This is an optimization exercise on Yosys and OpenROAD, whose aim is small area and a short achievable clock period, not a production implementation. At most, simulation tests tie the RTL to the original design; equivalence was not proved. No activity file was given, so power comes from the tool's default toggle rates.

Setup of north:
==> module hft_fpga_low_latency, before the edit <==
module hft_fpga_low_latency(
    input wire core_clk,
    input wire reset,
    input wire cfg_we,
    input wire [1:0] cfg_addr,
    input wire [31:0] cfg_wdata,
    input wire [63:0] raw_market_data,
    input wire raw_valid,
    output wire [127:0] mg_tx_data,
    output wire mg_tx_valid
    );
    reg [31:0] threshold_n;      
    reg [31:0] risk_min_n;       
    reg [31:0] risk_max_n;       
    wire wr_threshold = reset | (cfg_we & (cfg_addr == 2'd0));
    wire wr_risk_min = reset | (cfg_we & (cfg_addr == 2'd1));
    wire wr_risk_max = reset | (cfg_we & (cfg_addr == 2'd2));
    wire [31:0] wdata_1000_n = reset ? ~32'd1000 : ~cfg_wdata;
    wire [31:0] wdata_5000_n = reset ? ~32'd5000 : ~cfg_wdata;
    always @(posedge core_clk) begin
        if (wr_threshold)
            threshold_n <= wdata_1000_n;
        if (wr_risk_min)
            risk_min_n <= wdata_1000_n;
        if (wr_risk_max)
            risk_max_n <= wdata_5000_n;
    end
    wire [31:0] price = raw_market_data[31:0];
    wire below_threshold;    
    wire below_min;          
    wire above_max;          
    cla_carry #(.W(32), .L(5)) u_cmp_thr (
        .g(~(threshold_n | price)), .p(~(threshold_n & price)), .c(below_threshold));
    cla_carry #(.W(32), .L(5)) u_cmp_min (
        .g(~(risk_min_n | price)), .p(~(risk_min_n & price)), .c(below_min));
    cla_carry #(.W(32), .L(5)) u_cmp_max (
        .g(price & risk_max_n), .p(price | risk_max_n), .c(above_max));
    wire approve = raw_valid && (raw_market_data[63:56] == 8'h01) &&
                   below_threshold && !below_min && !above_max;
    reg [55:0] order_data;
    always @(posedge core_clk) begin
        order_data <= raw_market_data[55:0];
    end
    reg [31:0] order_seq;
    reg order_valid;
    reg order_count;
    wire [31:0] seq_ones_below;
    assign seq_ones_below[0] = 1'b1;
    genvar gi;
    generate
        for (gi = 1; gi < 32; gi = gi + 1) begin : g_ones
            assign seq_ones_below[gi] = &order_seq[gi-1:0];
        end
    endgenerate
    always @(posedge core_clk) begin
        if (reset) begin
            order_seq <= 32'd0;
            order_count <= 1'b0;
        end else begin
            order_seq <= order_seq ^ ({32{order_count}} & seq_ones_below);
            order_count <= approve;
        end
    end
    always @(posedge core_clk or posedge reset) begin
        if (reset)
            order_valid <= 1'b0;
        else
            order_valid <= approve;
    end
    assign mg_tx_data = {order_seq, 8'h01, order_data, 32'h0000_0000};
    assign mg_tx_valid = order_valid;
endmodule
==> flow/config.mk <==
export PLATFORM = sky130hd
export DESIGN_NAME = hft_fpga_low_latency
export DESIGN_NICKNAME = hft_fpga_low_latency
export VERILOG_FILES = /design/flow/design.v
export SDC_FILE = /design/flow/constraint.sdc
export NUM_CORES = 4
export LEC_CHECK = 0
export ABC_AREA = 1
export CAP_MARGIN = 20
export CORE_MARGIN = 2
export CORE_UTILIZATION = 40
export CTS_BUF_LIST = sky130_fd_sc_hd__clkbuf_4 sky130_fd_sc_hd__clkbuf_8
export SETUP_SLACK_MARGIN = 2.22
export SLEW_MARGIN = 20
==> flow/constraint.sdc <==
create_clock -name core_clock -period 4.0 [get_ports {core_clk}]
set_input_delay 0.8000 -clock core_clock [delete_from_list [all_inputs] [get_ports {core_clk}]]
set_output_delay 0.8000 -clock core_clock [all_outputs]
set_load 0.01 [all_outputs]
standard.sh (not shown) runs the stock make flow with config.mk's settings and CLKGATE_MAP_FILE= SYNTH_SCRIPT=/design/flow/synth_recipe.tcl, a recipe that flattens the netlist after the stock synthesis.
==> flow/flow/run.sh <==
#!/bin/bash
set -euo pipefail
cts_bufs=$(sed -n 's/^export CTS_BUF_LIST *= *//p' config.mk)
bash standard.sh synth > synth.log 2>&1
bash standard.sh finish \
  BUFFER_PORTS_ARGS="-buffer_cell sky130_fd_sc_hd__buf_1" \
  SKIP_REPAIR_TIE_FANOUT=1 \
  CTS_ARGS="-sink_clustering_enable -repair_clock_nets -dont_use_dummy_load -root_buf sky130_fd_sc_hd__clkbuf_16 -buf_list {$cts_bufs}" \
  > layout.log 2>&1
diff inputs: north => south
-- flow/design.v --
<<< north, line 40
    reg [31:0] risk_min_n;       
    reg [31:0] risk_max_n;       
    wire wr_threshold = reset | (cfg_we & (cfg_addr == 2'd0));
    wire wr_risk_min = reset | (cfg_we & (cfg_addr == 2'd1));
    wire wr_risk_max = reset | (cfg_we & (cfg_addr == 2'd2));
    wire [31:0] wdata_1000_n = reset ? ~32'd1000 : ~cfg_wdata;
    wire [31:0] wdata_5000_n = reset ? ~32'd5000 : ~cfg_wdata;
    always @(posedge core_clk) begin
        if (wr_threshold)
            threshold_n <= wdata_1000_n;
        if (wr_risk_min)
            risk_min_n <= wdata_1000_n;
        if (wr_risk_max)
            risk_max_n <= wdata_5000_n;
    end
    wire [31:0] price = raw_market_data[31:0];
>>> south, line 40
    reg [31:0] risk_min_n;       
    reg [31:0] risk_max_n;       
    always @(posedge core_clk) begin
        if (reset) begin
            threshold_n <= ~32'd1000;
            risk_min_n <= ~32'd1000;
            risk_max_n <= ~32'd5000;
        end else if (cfg_we) begin
            case (cfg_addr)
                2'd0: threshold_n <= ~cfg_wdata;
                2'd1: risk_min_n <= ~cfg_wdata;
                2'd2: risk_max_n <= ~cfg_wdata;
                default: ;
            endcase
        end
    end
    wire [31:0] price = raw_market_data[31:0];
Findings:
For the area after synthesis, south came in 2.1% lower than north did. Sort south and north by sequential share of layout area desc -> top: north. Global-route wire length before repair: south vs north up 11%. Changes observed in south relative to north: clock power went up by 2.5%, worst setup slack climbed 5.6 ps. north → south: post-synthesis share of cell area spent on full adders, half adders and majority gates roughly the same, switching power lower. Number of ordinary and repair buffers in the finished layout (lower): north. south reports a higher highest clock frequency the design can meet than north does. Looking at final routed wirelength across all metal layers across both flows, south is the weaker of the two, with north ahead. Count of clock buffers in the final design delta (south -> north): insignificant. south vs north: global-route met3 utilization down in south. Compared to north, south has minimum period implied by the final worst setup slack 5.6 ps lower. The standard cells in south occupy less silicon area than those in north do.
Testbench counts of south, summed over its fixed seeds: latency cycles 3,243, orders 3,243.
Function not checked in north: the RTL went through the layout flow alone.

[static timing again, ports no longer ideal]
The results above use ideal ports. As a check the final layouts listed here were re-extracted and re-timed, cells and wires unchanged.
Step 1 assumes that a clkbuf_16 drives the clock port and a buf_2 every other input.
Step 2, shift: input delay + t, output delay - t, t = (earliest + latest rising clock arrival at the registers) / 2. This alone moves slack from input paths to output paths.
a / b / c = ideal / step 1 / step 2; a / b = the first two.
| run | shift t [ns] | setup slack, ns | clock arrival spread, ns |
|---|---|---|---|
| north | 0.410 | 2.275 / 2.231 / 1.891 | 0.030 / 0.029 |
| south | 0.415 | 2.281 / 2.241 / 1.905 | 0.033 / 0.033 |
After both steps setup and hold are still met in every run listed. For north, which loses most, drivers alone change the setup slack by -0.044 ns; drivers and shift together by -0.384 ns.
